What follows belongs to an exercise in optimizing a design on an open flow for small area, a short achievable clock period and few clock cycles; a production flow would make more cautious choices. RTL that was checked went through simulation tests only; none was proved equivalent to the original. No activity file was given, so power comes from the tool's default toggle rates.

==> run a: inputs <==
==> flow/design.v <==
package rv32cpu_type;
    typedef struct packed {
        logic   [31:0]      pc;
        logic   [31:0]      ir;
        logic   [1:0]       br_predicted;
    } instr_queue_entry_t;
    typedef struct packed {
        logic               valid;
        logic               rd_valid;
        logic               regf_we;
        logic   [4:0]       rd_s;
        logic   [31:0]      rd_v;
        logic   [31:0]      pc;
        logic               br;
        logic   [1:0]       br_predicted;
        logic               br_actual;
    } rob_entry_t;
    typedef struct packed {
        logic               valid;
        logic   [31:0]      rd_v;
        logic   [4:0]       rob_id;
    } cdb_entry_t;
    typedef struct packed {
        logic               valid;
        logic               br_en;
        logic               jalr;
        logic   [31:0]      pc_jalr;
        logic   [4:0]       rob_id;
    } br_entry_t;
    typedef struct packed {
        logic   [31:0]          inst;
        logic                   valid;  
        logic   [31:0]          pc;
        logic   [4:0]           ard_s;  
        logic   [2:0]           funct3;
        logic   [31:0]          imm;
        logic   [2:0]           funct;  
        logic   [6:0]           funct7;
        logic   [4:0]           ars1_s;
        logic   [4:0]           ars2_s;
        logic   [31:0]          rs1_val;
        logic   [31:0]          rs2_val;
        logic                   regf_we;
    } decode_t;
    typedef struct packed {
        logic         valid;
        logic [2:0]   funct3;
        logic         funct7;
        logic         rs1_renamed; 
        logic [31:0]  rs1_data;
        logic         rs2_renamed; 
        logic [31:0]  rs2_data;
        logic   [4:0] rob_id;
    } rs_entry_t;
    typedef struct packed {
        logic         valid;
        logic         committed;
        logic         resolved;
        logic [2:0]   funct3;
        logic [3:0]   mask;
        logic         rs1_renamed; 
        logic [31:0]  rs1_data;
        logic         rs2_renamed; 
        logic [31:0]  rs2_data;
        logic [11:0]  imm;
        logic   [4:0] rob_id;
    } rs_store_entry_t;
    typedef struct packed {
        logic         valid;
        logic [2:0]   funct3;
        logic         rs1_renamed; 
        logic [31:0]  rs1_data;
        logic [11:0]  imm;
        logic         store_resolved;
        logic [3:0]   store_id;
        logic   [4:0] rob_id;
    } rs_load_entry_t;
    typedef struct packed {
        logic           valid;
        logic   [63:0]  order;
        logic   [31:0]  inst;
        logic   [4:0]   rs1_addr;
        logic   [4:0]   rs2_addr;
        logic           rs1_renamed;
        logic           rs2_renamed;
        logic   [31:0]  rs1_rdata;
        logic   [31:0]  rs2_rdata;
        logic           regf_we;
        logic   [4:0]   rd_addr;
        logic   [31:0]  rd_v;
        logic   [31:0]  pc_rdata;
        logic   [31:0]  pc_wdata;
        logic   [31:0]  mem_addr;
        logic   [3:0]   mem_rmask;
        logic   [3:0]   mem_wmask;
        logic   [31:0]  mem_rdata;
        logic   [31:0]  mem_wdata;
    } monitor_t;
    typedef enum logic [2:0] {
        op_f_alu     =3'b000,
        op_f_mult    =3'b001,
        op_f_div     =3'b010,
        op_f_br      =3'b011,
        op_f_load    =3'b100,
        op_f_store   =3'b101
    } funct_t;
    typedef enum logic [6:0] {
        op_b_lui       = 7'b0110111,  
        op_b_auipc     = 7'b0010111,  
        op_b_jal       = 7'b1101111,  
        op_b_jalr      = 7'b1100111,  
        op_b_br        = 7'b1100011,  
        op_b_load      = 7'b0000011,  
        op_b_store     = 7'b0100011,  
        op_b_imm       = 7'b0010011,  
        op_b_reg       = 7'b0110011   
    } rv32i_opcode;
    typedef enum logic [2:0] {
        arith_f3_add   = 3'b000,  
        arith_f3_sll   = 3'b001,
        arith_f3_slt   = 3'b010,
        arith_f3_sltu  = 3'b011,
        arith_f3_xor   = 3'b100,
        arith_f3_sr    = 3'b101,  
        arith_f3_or    = 3'b110,
        arith_f3_and   = 3'b111
    } arith_f3_t;
    typedef enum logic [2:0]{
        mul_f3_mul     = 3'b000,
        mul_f3_mulh    = 3'b001,  
        mul_f3_mulhsu  = 3'b010,  
        mul_f3_mulhu   = 3'b011,  
        mul_f3_div     = 3'b100,
        mul_f3_divu    = 3'b101,
        mul_f3_rem     = 3'b110,  
        mul_f3_remu    = 3'b111   
    } mul_div_f3_t;
    typedef enum logic [6:0] {
        base           = 7'b0000000,
        multiply       = 7'b0000001,
        variant        = 7'b0100000
    } funct7_t;
    typedef enum logic [2:0] {
        load_f3_lb     = 3'b000,
        load_f3_lh     = 3'b001,
        load_f3_lw     = 3'b010,
        load_f3_lbu    = 3'b100,
        load_f3_lhu    = 3'b101
    } load_f3_t;
    typedef enum logic [2:0] {
        store_f3_sb    = 3'b000,
        store_f3_sh    = 3'b001,
        store_f3_sw    = 3'b010
    } store_f3_t;
    typedef enum logic [2:0] {
        branch_f3_beq  = 3'b000,
        branch_f3_bne  = 3'b001,
        branch_f3_blt  = 3'b100,
        branch_f3_bge  = 3'b101,
        branch_f3_bltu = 3'b110,
        branch_f3_bgeu = 3'b111
    } branch_f3_t;
    typedef enum logic [2:0] {
        alu_op_add     = 3'b000,
        alu_op_sll     = 3'b001,
        alu_op_sra     = 3'b010,
        alu_op_sub     = 3'b011,
        alu_op_xor     = 3'b100,
        alu_op_srl     = 3'b101,
        alu_op_or      = 3'b110,
        alu_op_and     = 3'b111
    } alu_ops;
    typedef union packed {
        logic [31:0] word;
        struct packed {
            logic [11:0] i_imm;
            logic [4:0]  rs1;
            logic [2:0]  funct3;
            logic [4:0]  rd;
            rv32i_opcode opcode;
        } i_type;
        struct packed {
            logic [6:0]  funct7;
            logic [4:0]  rs2;
            logic [4:0]  rs1;
            logic [2:0]  funct3;
            logic [4:0]  rd;
            rv32i_opcode opcode;
        } r_type;
        struct packed {
            logic [11:5] imm_s_top;
            logic [4:0]  rs2;
            logic [4:0]  rs1;
            logic [2:0]  funct3;
            logic [4:0]  imm_s_bot;
            rv32i_opcode opcode;
        } s_type;
        struct packed {
            logic [31:25] imm_b_top;
            logic [4:0] rs2;
            logic [4:0] rs1;
            logic [2:0] funct3;
            logic [11:7] imm_b_bot;
            rv32i_opcode opcode;
        } b_type;
        struct packed {
            logic [31:12] imm;
            logic [4:0]   rd;
            rv32i_opcode  opcode;
        } j_type;
        struct packed {
            logic [31:12] imm;
            logic [4:0]   rd;
            rv32i_opcode  opcode;
        } u_type;                
    } instr_t;
endpackage
module alu32
(
    input   logic   [31:0]      a, b,
    input   logic   [2:0]       op_funct3,
    input   logic               op_funct7,
    input   logic               sub,         
    output  logic   [31:0]      out
);
    logic        left, arith, lt, ltu;
    logic [31:0] bx, sum, sh_in, sh_out, sh_rev;
    logic [33:0] s;
    assign bx  = b ^ {32{sub}};
    assign s   = {1'b0, a, 1'b1} + {1'b0, bx, sub};
    assign sum = s[32:1];
    assign ltu = ~s[33];
    assign lt  = (a[31] ^ b[31]) ? a[31] : sum[31];
    assign left  = ~op_funct3[2];
    assign arith = op_funct7 & a[31];
    always_comb for (int i = 0; i < 32; i++) sh_in[i] = left ? a[31-i] : a[i];
    assign sh_out = signed'({arith & ~left, sh_in}) >>> b[4:0];
    always_comb for (int i = 0; i < 32; i++) sh_rev[i] = sh_out[31-i];
    always_comb begin
        case (op_funct3)
            3'b000: out = sum;
            3'b001: out = sh_rev;
            3'b010: out = {31'd0, lt};
            3'b011: out = {31'd0, ltu};
            3'b100: out = a ^ b;
            3'b101: out = sh_out;
            3'b110: out = a | b;
            default: out = a & b;
        endcase
    end
endmodule
module arithmetic_station
(
    input  logic clk,
    input  logic rst,
    input  logic [1:0] enqueue,
    input  logic [151:0] data_in,
    input  logic [151:0] broadcast,
    output logic [75:0] data_out,
    output logic [1:0] full
);
    logic [0:0]  e;                      
    logic [0:0]  k;                      
    assign e = 1'b0;
    assign k = 1'b0;
    logic [32:0] opa  [0:0];
    logic [32:0] opb  [0:0];
    logic [9:0]  ctl  [0:0];             
    logic        vld  [0:0];
    logic [37:0] res  [0:0];
    logic        v, r1, r2, f7, sb;
    logic [2:0]  f3;
    logic [31:0] d1, d2;
    logic [4:0]  id;
    assign {r1, d1} = opa[e];
    assign {r2, d2} = opb[e];
    assign {f3, f7, sb, id} = ctl[e];
    assign v = vld[e];
    logic        go;
    logic [31:0] y;
    assign go = v & ~r1 & ~r2;
    alu32 alu_0(.a(d1), .b(d2), .op_funct3(f3), .op_funct7(f7), .sub(sb), .out(y));
    assign data_out = {38'd0, res[k]};
    assign full[0] = v & ~go;
    assign full[1] = 1'b1;
    logic        enq;
    logic [75:0] in0;
    assign enq = enqueue[0];
    assign in0 = data_in[75:0];
    logic [3:0] h1, h2;              
    always_comb for (int j = 0; j < 4; j++) begin
        h1[j] = broadcast[38*j + 37] && broadcast[38*j +: 5] == d1[4:0];
        h2[j] = broadcast[38*j + 37] && broadcast[38*j +: 5] == d2[4:0];
    end
    logic [3:0]  s1, s2;
    logic        k1, k2;             
    assign s1 = {4{~enq & r1}} & h1;
    assign s2 = {4{~enq & r2}} & h2;
    assign k1 = ~enq & ~(r1 & |h1);
    assign k2 = ~enq & ~(r2 & |h2);
    logic [31:0] n1, n2;
    always_comb begin
        n1 = ({32{enq}} & in0[69:38]) | ({32{k1}} & d1);
        n2 = ({32{enq}} & in0[36:5])  | ({32{k2}} & d2);
        for (int j = 0; j < 4; j++) begin
            n1 = n1 | ({32{s1[j]}} & broadcast[38*j + 5 +: 32]);
            n2 = n2 | ({32{s2[j]}} & broadcast[38*j + 5 +: 32]);
        end
    end
    logic [9:0] ctl_in;
    assign ctl_in = {in0[74:71], (~in0[74] & in0[73]) | (in0[74:72] == 3'b000 && in0[71]), in0[4:0]};
    always_ff @(posedge clk) begin
        opa[e] <= {enq ? in0[70] : (r1 & ~|h1), n1};
        opb[e] <= {enq ? in0[37] : (r2 & ~|h2), n2};
        ctl[e] <= enq ? ctl_in : {f3, f7, sb, id};
        vld[e] <= ~rst & (enq | (v & ~go));
        res[k] <= {~rst & go, y, id};
    end
endmodule
==> flow/flow/run.sh <==
#!/bin/bash
# Layout flow: the standard ORFS flow (standard.sh, all steps from the
# standard synthesis to finish) with two changes made through ORFS's own
# variables:
#  - every input and output port still gets a buffer, but a
#    sky130_fd_sc_hd__buf_1 instead of the default delay-buffer cell;
#  - timing repair (after CTS and after global routing) aims for extra setup
#    slack, so the layout runs faster than the 11 ns clock it is built for.
# The full output of the flow goes to standard.log in the work folder; ORFS
# keeps each tool's own log under orfs/logs/.
set -euo pipefail
export BUFFER_PORTS_ARGS="-buffer_cell sky130_fd_sc_hd__buf_1"
export SETUP_SLACK_MARGIN=8
bash standard.sh > standard.log 2>&1
==> flow/standard.sh <==
#!/bin/bash
# synth_recipe.tcl (not shown) runs the flow's synth.tcl, then flattens the netlist and writes it again
# the make line also repeats each setting of config.mk as NAME=value (left out here)
make -C /OpenROAD-flow-scripts/flow DESIGN_CONFIG=/design/flow/config.mk WORK_HOME=/design/flow/orfs CLKGATE_MAP_FILE= SYNTH_SCRIPT=/design/flow/synth_recipe.tcl "${@:-finish}"
==> flow/config.mk <==
export PLATFORM = sky130hd
export DESIGN_NAME = arithmetic_station
export DESIGN_NICKNAME = arithmetic_station
export VERILOG_FILES = /design/flow/design.v
export SDC_FILE = /design/flow/constraint.sdc
export NUM_CORES = 4
export LEC_CHECK = 0
export CAP_MARGIN = 20
export CORE_MARGIN = 2
export CORE_UTILIZATION = 55
export PLACE_DENSITY = 0.7
export SLEW_MARGIN = 20
==> flow/constraint.sdc <==
create_clock -name core_clock -period 11.0 [get_ports {clk}]
set_input_delay 2.2000 -clock core_clock [delete_from_list [all_inputs] [get_ports {clk}]]
set_output_delay 2.2000 -clock core_clock [all_outputs]
set_load 0.01 [all_outputs]
==> run b: changes against run a <==
--- a/flow/design.v
+++ b/flow/design.v
@@ -235,5 +235,5 @@
     assign arith = op_funct7 & a[31];
     always_comb for (int i = 0; i < 32; i++) sh_in[i] = left ? a[31-i] : a[i];
-    assign sh_out = signed'({arith & ~left, sh_in}) >>> b[4:0];
+    assign sh_out = $signed({arith & ~left, sh_in}) >>> b[4:0];
     always_comb for (int i = 0; i < 32; i++) sh_rev[i] = sh_out[31-i];
     always_comb begin
@@ -260,26 +260,22 @@
     output logic [1:0] full
 );
-    logic [0:0]  e;                      
-    logic [0:0]  k;                      
-    assign e = 1'b0;
-    assign k = 1'b0;
-    logic [32:0] opa  [0:0];
-    logic [32:0] opb  [0:0];
-    logic [9:0]  ctl  [0:0];             
-    logic        vld  [0:0];
-    logic [37:0] res  [0:0];
     logic        v, r1, r2, f7, sb;
     logic [2:0]  f3;
     logic [31:0] d1, d2;
     logic [4:0]  id;
-    assign {r1, d1} = opa[e];
-    assign {r2, d2} = opb[e];
-    assign {f3, f7, sb, id} = ctl[e];
-    assign v = vld[e];
+    logic        qv;
+    logic [31:0] qd;
+    logic [4:0]  qt;
     logic        go;
     logic [31:0] y;
     assign go = v & ~r1 & ~r2;
     alu32 alu_0(.a(d1), .b(d2), .op_funct3(f3), .op_funct7(f7), .sub(sb), .out(y));
-    assign data_out = {38'd0, res[k]};
+    always_ff @(posedge clk) begin
+        if (rst) qv <= 1'b0;
+        else     qv <= go;
+        qd <= y;
+        qt <= id;
+    end
+    assign data_out = {38'd0, qv, qd, qt};
     assign full[0] = v & ~go;
     assign full[1] = 1'b1;
@@ -308,12 +304,16 @@
         end
     end
-    logic [9:0] ctl_in;
-    assign ctl_in = {in0[74:71], (~in0[74] & in0[73]) | (in0[74:72] == 3'b000 && in0[71]), in0[4:0]};
     always_ff @(posedge clk) begin
-        opa[e] <= {enq ? in0[70] : (r1 & ~|h1), n1};
-        opb[e] <= {enq ? in0[37] : (r2 & ~|h2), n2};
-        ctl[e] <= enq ? ctl_in : {f3, f7, sb, id};
-        vld[e] <= ~rst & (enq | (v & ~go));
-        res[k] <= {~rst & go, y, id};
+        d1 <= n1;
+        d2 <= n2;
+        r1 <= enq ? in0[70] : (r1 & ~|h1);
+        r2 <= enq ? in0[37] : (r2 & ~|h2);
+        if (enq) begin
+            f3 <= in0[74:72]; f7 <= in0[71]; id <= in0[4:0];
+            sb <= (~in0[74] & in0[73]) | (in0[74:72] == 3'b000 && in0[71]);
+        end
+        if (rst) v <= 1'b0;
+        else if (enq) v <= 1'b1;
+        else if (go) v <= 1'b0;
     end
 endmodule
--- a/flow/config.mk
+++ b/flow/config.mk
@@ -8,5 +8,5 @@
 export CAP_MARGIN = 20
 export CORE_MARGIN = 2
-export CORE_UTILIZATION = 55
-export PLACE_DENSITY = 0.7
+export CORE_UTILIZATION = 40
+export PLACE_DENSITY = 0.6
 export SLEW_MARGIN = 20
==> run c: changes against run a <==
--- a/flow/design.v
+++ b/flow/design.v
@@ -235,5 +235,5 @@
     assign arith = op_funct7 & a[31];
     always_comb for (int i = 0; i < 32; i++) sh_in[i] = left ? a[31-i] : a[i];
-    assign sh_out = signed'({arith & ~left, sh_in}) >>> b[4:0];
+    assign sh_out = $signed({arith & ~left, sh_in}) >>> b[4:0];
     always_comb for (int i = 0; i < 32; i++) sh_rev[i] = sh_out[31-i];
     always_comb begin
@@ -260,26 +260,22 @@
     output logic [1:0] full
 );
-    logic [0:0]  e;                      
-    logic [0:0]  k;                      
-    assign e = 1'b0;
-    assign k = 1'b0;
-    logic [32:0] opa  [0:0];
-    logic [32:0] opb  [0:0];
-    logic [9:0]  ctl  [0:0];             
-    logic        vld  [0:0];
-    logic [37:0] res  [0:0];
     logic        v, r1, r2, f7, sb;
     logic [2:0]  f3;
     logic [31:0] d1, d2;
     logic [4:0]  id;
-    assign {r1, d1} = opa[e];
-    assign {r2, d2} = opb[e];
-    assign {f3, f7, sb, id} = ctl[e];
-    assign v = vld[e];
+    logic        qv;
+    logic [31:0] qd;
+    logic [4:0]  qt;
     logic        go;
     logic [31:0] y;
     assign go = v & ~r1 & ~r2;
     alu32 alu_0(.a(d1), .b(d2), .op_funct3(f3), .op_funct7(f7), .sub(sb), .out(y));
-    assign data_out = {38'd0, res[k]};
+    always_ff @(posedge clk) begin
+        if (rst) qv <= 1'b0;
+        else     qv <= go;
+        qd <= y;
+        qt <= id;
+    end
+    assign data_out = {38'd0, qv, qd, qt};
     assign full[0] = v & ~go;
     assign full[1] = 1'b1;
@@ -308,12 +304,16 @@
         end
     end
-    logic [9:0] ctl_in;
-    assign ctl_in = {in0[74:71], (~in0[74] & in0[73]) | (in0[74:72] == 3'b000 && in0[71]), in0[4:0]};
     always_ff @(posedge clk) begin
-        opa[e] <= {enq ? in0[70] : (r1 & ~|h1), n1};
-        opb[e] <= {enq ? in0[37] : (r2 & ~|h2), n2};
-        ctl[e] <= enq ? ctl_in : {f3, f7, sb, id};
-        vld[e] <= ~rst & (enq | (v & ~go));
-        res[k] <= {~rst & go, y, id};
+        d1 <= n1;
+        d2 <= n2;
+        r1 <= enq ? in0[70] : (r1 & ~|h1);
+        r2 <= enq ? in0[37] : (r2 & ~|h2);
+        if (enq) begin
+            f3 <= in0[74:72]; f7 <= in0[71]; id <= in0[4:0];
+            sb <= (~in0[74] & in0[73]) | (in0[74:72] == 3'b000 && in0[71]);
+        end
+        if (rst) v <= 1'b0;
+        else if (enq) v <= 1'b1;
+        else if (go) v <= 1'b0;
     end
 endmodule
==> flow/run.sh (new file) <==
#!/bin/bash
# synth_recipe.tcl (not shown) runs the flow's synth.tcl, then flattens the netlist and writes it again
# the make line also repeats each setting of config.mk as NAME=value (left out here)
make -C /OpenROAD-flow-scripts/flow DESIGN_CONFIG=/design/flow/config.mk WORK_HOME=/design/flow/orfs CLKGATE_MAP_FILE= SYNTH_SCRIPT=/design/flow/synth_recipe.tcl finish
--- a/flow/config.mk
+++ b/flow/config.mk
@@ -8,5 +8,6 @@
 export CAP_MARGIN = 20
 export CORE_MARGIN = 2
-export CORE_UTILIZATION = 55
-export PLACE_DENSITY = 0.7
+export CORE_UTILIZATION = 40
+export PLACE_DENSITY = 0.6
+export SETUP_SLACK_MARGIN = 5
 export SLEW_MARGIN = 20
removed: flow/flow/run.sh
removed: flow/standard.sh
==> run d: changes against run a <==
--- a/flow/design.v
+++ b/flow/design.v
@@ -293,17 +293,19 @@
         h2[j] = broadcast[38*j + 37] && broadcast[38*j +: 5] == d2[4:0];
     end
-    logic [3:0]  s1, s2;
+    logic        fr;                 
+    logic        c1, c2;             
     logic        k1, k2;             
-    assign s1 = {4{~enq & r1}} & h1;
-    assign s2 = {4{~enq & r2}} & h2;
-    assign k1 = ~enq & ~(r1 & |h1);
-    assign k2 = ~enq & ~(r2 & |h2);
+    assign fr = ~v | go;
+    assign c1 = r1 & |h1;
+    assign c2 = r2 & |h2;
+    assign k1 = ~fr & ~c1;
+    assign k2 = ~fr & ~c2;
     logic [31:0] n1, n2;
     always_comb begin
-        n1 = ({32{enq}} & in0[69:38]) | ({32{k1}} & d1);
-        n2 = ({32{enq}} & in0[36:5])  | ({32{k2}} & d2);
+        n1 = ({32{fr}} & in0[69:38]) | ({32{k1}} & d1);
+        n2 = ({32{fr}} & in0[36:5])  | ({32{k2}} & d2);
         for (int j = 0; j < 4; j++) begin
-            n1 = n1 | ({32{s1[j]}} & broadcast[38*j + 5 +: 32]);
-            n2 = n2 | ({32{s2[j]}} & broadcast[38*j + 5 +: 32]);
+            n1 = n1 | ({32{~fr & r1 & h1[j]}} & broadcast[38*j + 5 +: 32]);
+            n2 = n2 | ({32{~fr & r2 & h2[j]}} & broadcast[38*j + 5 +: 32]);
         end
     end
@@ -311,8 +313,8 @@
     assign ctl_in = {in0[74:71], (~in0[74] & in0[73]) | (in0[74:72] == 3'b000 && in0[71]), in0[4:0]};
     always_ff @(posedge clk) begin
-        opa[e] <= {enq ? in0[70] : (r1 & ~|h1), n1};
-        opb[e] <= {enq ? in0[37] : (r2 & ~|h2), n2};
-        ctl[e] <= enq ? ctl_in : {f3, f7, sb, id};
-        vld[e] <= ~rst & (enq | (v & ~go));
+        opa[e] <= {fr ? in0[70] : r1 & ~c1, n1};
+        opb[e] <= {fr ? in0[37] : r2 & ~c2, n2};
+        ctl[e] <= fr ? ctl_in : {f3, f7, sb, id};
+        vld[e] <= ~rst & (enq | ~fr);
         res[k] <= {~rst & go, y, id};
     end
--- a/flow/flow/run.sh
+++ b/flow/flow/run.sh
@@ -11,4 +11,4 @@
 set -euo pipefail
 export BUFFER_PORTS_ARGS="-buffer_cell sky130_fd_sc_hd__buf_1"
-export SETUP_SLACK_MARGIN=8
+export SETUP_SLACK_MARGIN=7.5
 bash standard.sh > standard.log 2>&1
==> summary of the runs <==
- Against run d, the total power of run a is higher by 5.1%.
- In fmax, run a and run d hardly differ.
- Sequential power: run d > run a > run b > run c.
- Utilization: run a > run d > run b > run c.
- Register-to-register slack: run c < run d < run a < run b.
- In run c the synthesized area is lower than in run a, by about 6%.
- The highest final cell count belongs to run b, the lowest to run d.
- Sequential cell count is the same in run d and run c.
- Of run c and run d, run d has the higher synthesized cell count (gap 4.1%, measured against run d).
==> figures <==
quantity                                                         run c          run b          run a          run d
Run status                            no timing/DRC/antenna violations  no timing/DRC/antenna violations  no timing/DRC/antenna violations  no timing/DRC/antenna violations
Cell area power density                                  143.0 mW/mm^2  150.9 mW/mm^2  148.1 mW/mm^2  169.8 mW/mm^2
Power after layout                                            2.193 mW       2.385 mW       2.530 mW       2.407 mW
Max Used Layer                                                    met5           met5           met5           met4
Flip-flop count of the largest register after layout                 -              -             38             38
Number of global-route vias before repair                       12,320         12,630         13,380         12,740
Worst-case reg-to-reg path depth                                    12             12             13              8
Comb group                                                     1.05 mW        1.19 mW        1.35 mW        1.24 mW
Worst Hold Margin                                             338.3 ps       338.5 ps       346.1 ps       342.2 ps
# diodes                                                             0              2              5              2
Net switching power                                          0.8974 mW       1.003 mW       1.139 mW       1.102 mW
Post-detail-place hpwl                                        38.36 mm       37.21 mm       37.96 mm       37.01 mm
Count of filler cells inserted in the layout                     2,808          2,765          1,653          1,972
Clock buf count                                                     18             19             17             18
Multiplexer fraction of the synthesized cell area               12.47%         12.47%         14.14%         12.23%
Sum of met3 wire segment lengths after detailed routing       6.237 mm       6.929 mm       8.106 mm       6.456 mm
Met3 Use GR                                                     7.045%         8.892%         11.08%         9.667%
Max IR drop VDD                                            0.0001123 V    0.0001224 V   0.00008380 V   0.00009796 V
Switching share of power                                        40.92%         42.06%         45.04%         45.77%
Testbench counts of run a, summed over its fixed seeds: cycles 48,072.
Testbench counts of run d, summed over its fixed seeds: cycles 48,072.
Function not checked in run b and run c: the RTL went through the layout flow alone.

[separate check: timing with driven ports]
The flow's constraints put no driver on any port. The routed layouts listed below were extracted and timed again, unchanged, in two steps. Step 1: set_driving_cell puts a clkbuf_16 on clk and a buf_2 on each other input, an assumption about the parent block. Step 2 times the ports against the registers' clock, not the clock port: input delays grow and output delays shrink by t, the midpoint of the rising clock arrivals with the driver on. Three values: no drivers, after step 1, after step 2; two values: the first two.
run	shift t [ns]	setup slack, ns	latest minus earliest clock arrival (ns)	cell pins on the clock port's net
run a	0.487	7.460 / 7.474 / 6.987	0.020 / 0.020	1
run b	0.485	7.619 / 7.625 / 7.150	0.010 / 0.011	1
run c	0.484	6.726 / 6.748 / 6.263	0.015 / 0.015	1
run d	0.474	7.461 / 7.485 / 7.012	0.012 / 0.011	1
After both steps every run listed still meets setup and hold. For run a, which loses most, drivers alone change the setup slack by +0.014 ns; drivers and shift together by -0.473 ns.
